This is an optimization exercise on Yosys and OpenROAD, whose aim is small area, a short achievable clock period and few clock cycles per item, not a production implementation. Function was not checked in any run shown here: the RTL went through the layout flow alone. Power and IR drop assume default switching activity.

--- flow/config.mk ---
export PLATFORM = sky130hd
export DESIGN_NAME = deinterlacer_v2
export DESIGN_NICKNAME = deinterlacer_v2
export VERILOG_FILES = /design/flow/design.v
export SDC_FILE = /design/flow/constraint.sdc
export NUM_CORES = 4
export LEC_CHECK = 0
export CAP_MARGIN = 20
export CORE_MARGIN = 2
export CORE_UTILIZATION = 30
export SETUP_SLACK_MARGIN = 5
export SLEW_MARGIN = 20
--- flow/design.v ---
`timescale 1ns/1ns
module deinterlacer_v2 (
	clock,
	reset,
	dout_data,
	dout_ready,
	dout_valid,
	dout_startofpacket,
	dout_endofpacket,
	din_data,
	din_ready,
	din_valid,
	din_startofpacket,
	din_endofpacket
);
localparam DW = 24;
input  logic          clock;
input  logic          reset;
output logic [DW-1:0] dout_data;
input  logic          dout_ready;
output logic          dout_valid;
output logic          dout_startofpacket;
output logic          dout_endofpacket;
input  logic [DW-1:0] din_data;
output logic          din_ready;
input  logic          din_valid;
input  logic          din_startofpacket;
input  logic          din_endofpacket;
localparam [2:0] S_C0 = 3'd0, S_C1 = 3'd1, S_C2 = 3'd2, S_C3 = 3'd3,
                 S_HDR = 3'd4, S_PIX = 3'd5;
logic [2:0] ss;                     
localparam [2:0] O_IDLE = 3'd0, O_B1 = 3'd1, O_B2 = 3'd2, O_B3 = 3'd3,
                 O_VHDR = 3'd4, O_PIX = 3'd5;
logic [2:0] so;                     
logic [15:0] cw;                    
logic [14:0] ch;                    
logic [4:0]  wm1;                   
logic        line_active;           
logic        wfull;                 
logic        copy1;                 
logic        lastline;              
logic [4:0]  wp, op;                
logic [4:0]  aw, ao;                
logic [DW-1:0]    r0;
logic [16*DW-1:0] s16;
logic [8*DW-1:0]  s8;
logic [4*DW-1:0]  s4;
logic [2*DW-1:0]  s2;
logic [DW-1:0]    s1;
wire  [DW-1:0] o16 = wm1[4] ? s16[16*DW-1 -: DW] : r0;
wire  [DW-1:0] o8  = wm1[3] ? s8[8*DW-1 -: DW]   : o16;
wire  [DW-1:0] o4  = wm1[2] ? s4[4*DW-1 -: DW]   : o8;
wire  [DW-1:0] o2  = wm1[1] ? s2[2*DW-1 -: DW]   : o4;
wire  [DW-1:0] tap = wm1[0] ? s1                 : o2;
logic wsel;                         
wire in_fire   = din_valid && din_ready;
wire write_now = din_valid && wsel;
wire can_load  = !dout_valid || dout_ready;
wire line_go   = line_active || write_now;
wire use_din   = !copy1 && !wfull && (wp == op);
wire c0_ok     = copy1 || wfull || (wp != op) || write_now;
wire pix_load  = (so == O_PIX) && line_go && (ao == 5'd0) && c0_ok && can_load;
wire op_last   = (op == wm1);
wire wp_last   = (wp == wm1);
wire retire    = pix_load && copy1 && op_last;
wire cap_ready = (ss == S_HDR) || (ss == S_PIX);
wire aw_wrap   = (aw == wm1);
wire ao_wrap   = (ao == wm1);
wire [4:0] aw_inc = aw_wrap ? 5'd0 : aw + 5'd1;
wire [4:0] ao_inc = ao_wrap ? 5'd0 : ao + 5'd1;
wire [DW-1:0] r0_d = wsel ? din_data : tap;
logic [2:0] ss_n, so_n;
always_comb begin
	ss_n = ss;
	if (in_fire)
		case (ss)
			S_C0  : ss_n = S_C1;
			S_C1  : ss_n = S_C2;
			S_C2  : ss_n = S_C3;
			S_C3  : ss_n = S_HDR;
			S_HDR : ss_n = S_PIX;
			default : if (wp_last && din_endofpacket) ss_n = S_C0;
		endcase
	so_n = so;
	case (so)
		O_IDLE : if (cap_ready && can_load) so_n = O_B1;
		O_B1, O_B2, O_B3 : if (can_load) so_n = so + 3'd1;
		O_VHDR : if (can_load) so_n = O_PIX;
		default : if (retire && lastline) so_n = O_IDLE;
	endcase
end
wire line_active_n = !retire && (line_active || write_now);
wire wfull_n       = !retire && (wfull || (write_now && wp_last));
wire aw_zero_n     = (write_now || !line_active || wfull) ? (aw == 5'd0) : aw_wrap;
wire wsel_n        = (ss_n == S_PIX) && (so_n == O_PIX) && (!line_active_n || (!wfull_n && aw_zero_n));
always_ff @(posedge clock) begin : loop
	r0  <= r0_d;
	s16 <= {s16[15*DW-1:0], r0};
	s8  <= {s8[7*DW-1:0], o16};
	s4  <= {s4[3*DW-1:0], o8};
	s2  <= {s2[DW-1:0], o4};
	s1  <= o2;
end
always_ff @(posedge clock or posedge reset) begin : states
	if (reset) begin
		ss        <= S_C0;
		so        <= O_IDLE;
		wsel      <= 0;
		din_ready <= 1;
	end else begin
		ss        <= ss_n;
		so        <= so_n;
		wsel      <= wsel_n;
		din_ready <= (ss_n != S_PIX) || wsel_n;
	end
end
always_ff @(posedge clock) begin : capture
	if (din_valid && ss == S_C1)
		cw[15:4] <= {din_data[3:0], din_data[11:8], din_data[19:16]};
	if (din_valid && ss == S_C2) begin
		cw[3:0]   <= din_data[3:0];
		ch[14:8]  <= {din_data[10:8], din_data[19:16]};
	end
	if (din_valid && ss == S_C3)
		ch[7:0]   <= {din_data[3:0], din_data[11:8]};
	if (so == O_IDLE)
		wm1 <= cw[4:0] - 5'd1;
end
always_ff @(posedge clock or posedge reset) begin : lines
	if (reset) begin
		line_active <= 0;
		wfull       <= 0;
		copy1       <= 0;
		lastline    <= 0;
		wp          <= 0;
		op          <= 0;
		aw          <= 0;
		ao          <= 0;
	end else begin
		line_active <= line_active_n;
		wfull       <= wfull_n;
		if (write_now) begin
			wp <= wp_last ? 5'd0 : wp + 5'd1;
			if (wp_last)
				lastline <= din_endofpacket;
		end else if (line_active && !wfull)
			aw <= aw_inc;
		if (pix_load) begin
			op <= op_last ? 5'd0 : op + 5'd1;
			if (op_last)
				copy1 <= ~copy1;
		end else if (line_go)
			ao <= ao_inc;
		if (retire)
			lastline <= 0;
	end
end
always_ff @(posedge clock or posedge reset) begin : source_ctl
	if (reset)
		dout_valid <= 0;
	else if ((so == O_PIX) ? pix_load : (so_n != so))
		dout_valid <= 1;
	else if (dout_ready)
		dout_valid <= 0;
end
always_ff @(posedge clock) begin : source_data
	if (can_load) begin
		case (so)
			O_IDLE : begin
				dout_data          <= 24'h00_00_0F;
				dout_startofpacket <= 1;
				dout_endofpacket   <= 0;
			end
			O_B1 : begin
				dout_data          <= {4'h0, cw[7:4], 4'h0, cw[11:8], 4'h0, cw[15:12]};
				dout_startofpacket <= 0;
				dout_endofpacket   <= 0;
			end
			O_B2 : begin
				dout_data          <= {4'h0, ch[10:7], 4'h0, ch[14:11], 4'h0, cw[3:0]};
				dout_startofpacket <= 0;
				dout_endofpacket   <= 0;
			end
			O_B3 : begin
				dout_data          <= {4'h0, 4'h2, 4'h0, ch[2:0], 1'b0, 4'h0, ch[6:3]};
				dout_startofpacket <= 0;
				dout_endofpacket   <= 1;
			end
			O_VHDR : begin
				dout_data          <= 24'h00_00_00;
				dout_startofpacket <= 1;
				dout_endofpacket   <= 0;
			end
			default : begin
				dout_data          <= r0_d;
				dout_startofpacket <= 0;
				dout_endofpacket   <= copy1 && op_last && lastline;
			end
		endcase
	end
end
endmodule
--- flow/constraint.sdc ---
create_clock -name core_clock -period 8.0 [get_ports {clock}]
set_input_delay 1.6000 -clock core_clock [delete_from_list [all_inputs] [get_ports {clock}]]
set_output_delay 1.6000 -clock core_clock [all_outputs]
set_load 0.01 [all_outputs]
--- flow/run.sh ---
#!/bin/bash
# synth_recipe.tcl (not shown) runs the flow's synth.tcl, then flattens the netlist and writes it again
# the make line also repeats each setting of config.mk as NAME=value (left out here)
make -C /OpenROAD-flow-scripts/flow DESIGN_CONFIG=/design/flow/config.mk WORK_HOME=/design/flow/orfs CLKGATE_MAP_FILE= SYNTH_SCRIPT=/design/flow/synth_recipe.tcl finish
==> results.json, run 1 <==
{
  "required_ns": 8.49,
  "die_h_um": 273,
  "max_cap_viol_count": 0,
  "switchingPower_uw": 2510,
  "via_per_inst": 3.97,
  "io_pins": 58,
  "clk_pin_slew_ns": 0.06,
  "rsz0062_at_grt": "false",
  "ant_nets": 0,
  "pwr-share-comb": 0.084,
  "cp.arrival_ns": 3.46,
  "cts_buffers": 78,
  "stdcell_count": 2507,
  "cts_max_level": 3,
  "max_freq_mhz": 336,
  "first_pass_iters": 5,
  "netlist_area_um2": 21700,
  "maxSlewViolCount": 0,
  "synthCells": 1373,
  "antenna_found_initial": 9,
  "track_usage": 0.0970,
  "post_route_cells_drive_above_1_share": 0.166,
  "final_cell_mix": "dfxtp_1 (768), clkbuf_16 (81), mux2_2 (67)",
  "internal_power_uw": 8520,
  "synth-xor-area-share": 0.0117,
  "wire_per_inst_um": 14.1,
  "tns_ns": 0,
  "synth_cell_type_count": 54,
  "synth_top_family_by_area": "compound AO/OA/AOI/OAI gates",
  "cts_root_buf": "clkbuf_16",
  "start_kind": "primary input",
  "grt_pass1_wl_mm": 56.3,
  "dp_hpwl_mm": 21.0,
  "cellLeakagePower_uw": 0.0106,
  "ys.flop_type": "dfxtp_1",
  "critPathMaxFanout": 11,
  "async_flop_share": 0.0382,
  "finalClockSkew_ns": 0.0193,
  "synth_fa_ha_area_frac": 0.00808,
  "place.gp.congestion": 0.757,
  "synthSimpleGateAreaFrac": 0.0416,
  "cpPeakStageDelay_ns": 0.42,
  "synth-seq-area-share": 0.833,
  "cts_tree": "yes",
  "avgSynthCellArea_um2": 15.8,
  "outcome": "complete, no violations",
  "clk_latency_ns": 0.61,
  "critPathCaptureType": "flip-flop",
  "switching_share": 0.228,
  "io_buffers": 56,
  "crit_chain": "dlygate4sd2_1, nand2b_4, nand4_1, a211o_4, nor2b_2, a41oi_2, nor4b_1",
  "critical-path-top-delay-family": "simple AND/OR/NAND/NOR gates",
  "slowest_stage": "a211o_4",
  "fin_crit_ns": 2.97,
  "critPathBufInv": 1,
  "final_common_cell": "dfxtp_1",
  "drt-initial-drc-count": 755,
  "vias": 9945,
  "grt_max_degree": 40,
  "synth.area.mux_share": 0.0468,
  "p_clk_frac": 0.342,
  "postCtsHoldBufs": 0,
  "n_fill_cell": 6624,
  "wl_mm": 35.4,
  "start_util": 0.303,
  "drc_errors": 0,
  "cts_sinks": 863,
  "finalHoldViolCount": 0,
  "tightest_slew_ns": 1.00,
  "path_class": "in2reg",
  "seq_power_share": 0.574,
  "area_growth_pct": 20.4,
  "powerDensity_nw_per_um2": 423,
  "hp-class": "reg2reg",
  "clk_path_buf_depth": 3,
  "yosys_warnings": 1,
  "ir_worst_vdd_mv": 0.215,
  "row_count": 98,
  "syn_nets": 1417,
  "timing.final.crit_share": 0.372,
  "final_nets": 1534,
  "die_area_um2": 74400,
  "grt_pass1_vias": 10100,
  "yosys_register_bits": 863,
  "setup_viol": 0,
  "core-area_um2": 71500,
  "placed_cells": 2353,
  "synth-edff-count": 62,
  "synth_compound_area_frac": 0.0470,
  "max_slew_margin": 0.330,
  "die_w_um": 273,
  "overflow": 0
}
metrics by stage:
step	instance area, um^2	util	total power, uW	hold WS, ns	worst slack, ns
floorplan	21700	-	6860	0.310	4.96
CTS	26100	0.365	11200	0.310	5.00
global route	26100	0.365	11600	0.321	5.00
detailed placement	23400	0.327	7370	0.312	3.88
global placement	23400	0.327	7300	0.310	3.98
finish	26100	0.365	11000	0.314	5.03
routing by layer:
layer | share of wire | vias to the layer above | track usage
met1 | 0.49 | 4767 | 0.132
met5 | 0.0016 | - | 0
met2 | 0.42 | 209 | 0.141
met3 | 0.061 | 100 | 0.0351
met4 | 0.030 | 8 | 0.0353
li1 | - | 4861 | -
cells in the mapped netlist (4+ instances only):
master,instances,share of area
ha_1,14,0.0081
mux2_4,16,0.011
o21ai_0,30,0.0069
o21a_1,10,0.0035
or2_2,4,0.0012
dfrtp_1,32,0.037
dfxtp_1,768,0.71
nor2_1,54,0.0094
edfxtp_1,62,0.086
clkbuf_1,19,0.0033
xor2_1,17,0.0069
inv_1,20,0.0035
nor3_1,18,0.0042
a221oi_1,5,0.0020
o31ai_1,23,0.0080
a21oi_1,23,0.0053
nand2b_1,8,0.0023
mux2_2,67,0.035
nand3_1,16,0.0037
a22o_1,4,0.0016
buf_2,9,0.0021
nand2_1,28,0.0048
a22oi_1,12,0.0042
a21o_1,16,0.0055
nor2b_1,34,0.0098
xnor2_1,12,0.0048
power groups by stage:
stage               registers, uW  clock network (uW)  logic, uW
finish                       6330                3770        931
global route                 6490                4060       1040
CTS                          6360                3880        941
detailed placement           6420                   0        945
global placement             6380                   0        920
floorplan                    6240                   0        621
timing repair:
item | CTS | global route
gates cloned | 1 | 0
endpoints found under the setup margin | 60 | 18
buffers inserted | 5 | 1
gates resized for setup | 50 | 8
registers in the layout, summed over array words and instances (netlist names), 16 cells and up:
signal / count
cw: 16
dout_data: 24
r0: 24
s1: 24
s16: 384
s2: 48
s4: 96
s8: 192
cell families (layout without fill, tap and decap cells):
family	Yosys count	in the layout
compound gates	149	149
xor+xnor	29	29
fa+ha+maj	14	14
buf+inv	54	234
flops	863	863
mux	85	85
other cells	0	3
simple gates	179	180
worst reg2reg max path, cell delays in order (launching register included):
cell and delay (ns):
edfxtp_1 0.59, buf_6 0.43, mux2_2 0.45, mux2_2 0.29, mux2_2 0.27, mux2_2 0.27, a21oi_1 0.19, nor3_1 0.08
path summary, 6_finish.rpt:
path                                  to       start  slack, ns  cells past startpoint
max                                 wsel  dout_ready       5.03                      7
min                              s8[142]     s8[118]       0.31                      0
max reg2reg                dout_data[12]      wm1[4]       5.15                      7
min reg2reg                      s8[142]     s8[118]       0.31                      0
max in group asynchronous     dout_valid       reset       6.18                      3
min in group asynchronous          so[1]       reset       1.48                      3
layout make-up:
class / instances / area [um^2] / share of cell area
Tap cell: 950 / 1190 / 0.0456
Inverter: 20 / 77.6 / 0.00297
Multi-Input combinational cell: 457 / 3460 / 0.133
Timing Repair Buffer: 70 / 616 / 0.0236
Clock buffer: 118 / 2350 / 0.0901
Clock inverter: 26 / 328 / 0.0126
Antenna cell: 3 / 7.51 / 0.000288
Sequential cell: 863 / 18100 / 0.692
==> run 2, diff against run 1 <==
--- a/flow/config.mk
+++ b/flow/config.mk
@@ -5,8 +5,9 @@
 export SDC_FILE = /design/flow/constraint.sdc
 export NUM_CORES = 4
 export LEC_CHECK = 0
+export ABC_CLOCK_PERIOD_IN_PS = 2500
 export CAP_MARGIN = 20
 export CORE_MARGIN = 2
-export CORE_UTILIZATION = 30
+export CORE_UTILIZATION = 50
 export SETUP_SLACK_MARGIN = 5
 export SLEW_MARGIN = 20
==> results.json, run 2 <==
{
  "grt.busiest_layer": "met2",
  "ys.flop_type": "dfxtp_1",
  "required_ns": 6.40,
  "critPathMaxFanout": 1,
  "clk_latency_ns": 0.60,
  "final_cell_mix": "dfxtp_1 (768), clkbuf_16 (82), mux2_2 (67)",
  "syn_nets": 1417,
  "finalClockSkew_ns": 0.0123,
  "max_freq_mhz": 340,
  "critical-path-top-delay-family": "flip-flops",
  "start_util": 0.505,
  "avgSynthCellArea_um2": 15.8,
  "async_flop_share": 0.0382,
  "dp_hpwl_mm": 19.3,
  "post_route_cells_drive_above_1_share": 0.161,
  "vias": 9795,
  "largest_reg_flops": 384,
  "grt_pass1_wl_mm": 52.6,
  "reg_top3": "s16 x384, s8 x192, s4 x96",
  "clk_path_buf_depth": 3,
  "cts_max_level": 3,
  "synth_top_area_cell": "dfxtp_1",
  "grt_max_degree": 40,
  "io_buffers": 56,
  "synth-seq-area-share": 0.833,
  "cpPeakStageDelay_ns": 0.43,
  "cts_buffers": 78,
  "n_fill_cell": 3309,
  "ys_top_cells_by_area": "dfxtp_1 (71%), edfxtp_1 (8.6%), dfrtp_1 (3.7%)",
  "placed_cells": 1988,
  "outcome": "complete, no violations",
  "place.gp.congestion": 0.763,
  "tightest_slew_ns": 0.969,
  "synth_common_cells": "dfxtp_1 (768), mux2_2 (67), edfxtp_1 (62)",
  "ir_worst_vdd_mv": 0.207,
  "grtUsageMet1": 0.212,
  "setup_viol": 0,
  "overflow": 0,
  "wire_per_inst_um": 15.5,
  "track_usage": 0.153,
  "met3_usage": 0.0368,
  "final_nets": 1532,
  "fin_crit_ns": 2.94,
  "yosysMostFrequentCell": "dfxtp_1",
  "ant_nets": 0,
  "max_cap_viol_count": 0,
  "grt_pass1_vias": 9867,
  "crit_chain": "dlygate4sd2_1",
  "multiInputGateArea_um2": 3480,
  "synthCells": 1373,
  "cts_sinks": 863,
  "yosys_register_bits": 863,
  "slowest_stage": "edfxtp_1",
  "clk_pin_slew_ns": 0.06,
  "hp-class": "reg2reg",
  "tns_ns": 0,
  "first_pass_iters": 5,
  "antenna_found_initial": 3,
  "rsz0062_at_grt": "false",
  "row_count": 76,
  "wl_mm": 33.1,
  "synth-edff-count": 62,
  "maxSlewViolCount": 0,
  "cts_tree": "yes",
  "critPathCaptureType": "output port",
  "final_common_cell": "dfxtp_1",
  "drt-initial-drc-count": 442,
  "synth_top_cell_area_share": 0.709,
  "seq_area_um2": 18100,
  "drc_errors": 0,
  "critPathBufInv": 1,
  "core-area_um2": 42900,
  "max_slew_margin": 0.352,
  "synth_cell_type_count": 54,
  "cp.arrival_ns": 1.34,
  "path_class": "reg2out",
  "met2_usage": 0.225,
  "yosys_warnings": 1,
  "powerDensity_nw_per_um2": 426,
  "regMostFlops": "s16",
  "die_w_um": 212,
  "start_kind": "flip-flop",
  "io_pins": 58,
  "timing.final.crit_share": 0.368,
  "cellLeakagePower_uw": 0.0106,
  "finalHoldViolCount": 0,
  "netlist_area_um2": 21700,
  "stdcell_count": 2136,
  "area_growth_pct": 17.9,
  "die_h_um": 212,
  "die_area_um2": 45000,
  "cts_root_buf": "clkbuf_16",
  "via_per_inst": 4.59
}
run 2: area by class of cell:
class | count | area share
clock inverter | 28 | 0.0107
inverter | 20 | 0.00304
tap | 585 | 0.0287
clock buffer | 114 | 0.0897
timing repair buffer | 68 | 0.0241
antenna | 1 | 0.0000980
multi-input combinational | 457 | 0.136
sequential | 863 | 0.707
run 2: power by group:
part	switching [uW]	internal, uW
registers	436	5870
clock network	1510	2130
logic	493	442
total	2440	8440
run 2: cells by family after synthesis:
kind of cell | Yosys count | share of synthesized area
AOI/OAI and AO/OA | 149 | 0.0471
xor gates and xnor gates | 29 | 0.0117
adders and majority gates | 14 | 0.00808
buffers and inverters | 54 | 0.0113
DFF | 863 | 0.833
muxes | 85 | 0.0468
and+or+nand+nor | 179 | 0.0416
run 2: per-stage QoR:
stage / instance area [um^2] / utilization / total power, uW / hold slack, ns / setup WS [ns]
global placement: 22900 / 0.534 / 7280 / 0.311 / 3.98
CTS: 25500 / 0.594 / 11000 / 0.322 / 4.92
floorplan: 21700 / - / 6860 / 0.310 / 4.96
finish: 25500 / 0.596 / 10900 / 0.319 / 5.06
global route: 25500 / 0.596 / 11400 / 0.322 / 5.02
detailed placement: 22900 / 0.534 / 7340 / 0.312 / 3.88
run 2: path summary, 6_finish.rpt:
kind | startpoint | endpoint | slack [ns] | cells after the start
setup / recovery | dout_data[2] | dout_data[2] | 5.06 | 1
max in group asynchronous | reset | dout_valid | 6.25 | 3
min in group asynchronous | reset | wp[3] | 1.40 | 3
hold / removal | s16[238] | s16[262] | 0.32 | 0
setup reg to reg | wm1[2] | wsel | 5.22 | 7
hold reg to reg | s16[238] | s16[262] | 0.32 | 0
run 2: metal layers:
| layer | up-vias | wire length (um) | part of all wire |
|---|---|---|---|
| met4 | 4 | 1090 | 0.033 |
| li1 | 4848 | - | - |
| met3 | 77 | 1340 | 0.040 |
| met5 | - | 20 | 0.00060 |
| met1 | 4711 | 16400 | 0.49 |
| met2 | 155 | 14300 | 0.43 |
run 2: repair_timing:
action	CTS	global route
endpoints found under the setup margin	76	4
setup buffers	4	0
hold buffers	0	0
hold endpoints to repair	0	0
gates resized for setup	36	8
pin swaps	0	1
cloned	1	0

==> port drivers added, routing unchanged <==
The results above use ideal ports. As a check the final layouts listed here were re-extracted and re-timed, cells and wires unchanged. Step 1: set_driving_cell puts a clkbuf_16 on clock and a buf_2 on each other input, an assumption about the parent block. Step 2, shift: input delay + t, output delay - t, t = (earliest + latest rising clock arrival at the registers) / 2. This alone moves slack from input paths to output paths. a / b / c = ideal / step 1 / step 2; a / b = the first two.
run | shift t [ns] | setup slack, ns | hold slack, ns
run 1 | 0.655 | 5.027 / 4.999 / 4.402 | 0.314 / 0.314 / 0.314
run 2 | 0.645 | 5.056 / 5.002 / 4.470 | 0.319 / 0.319 / 0.319
After both steps setup and hold are still met in every run listed. For run 1, which loses most, drivers alone change the setup slack by -0.028 ns; drivers and shift together by -0.625 ns.
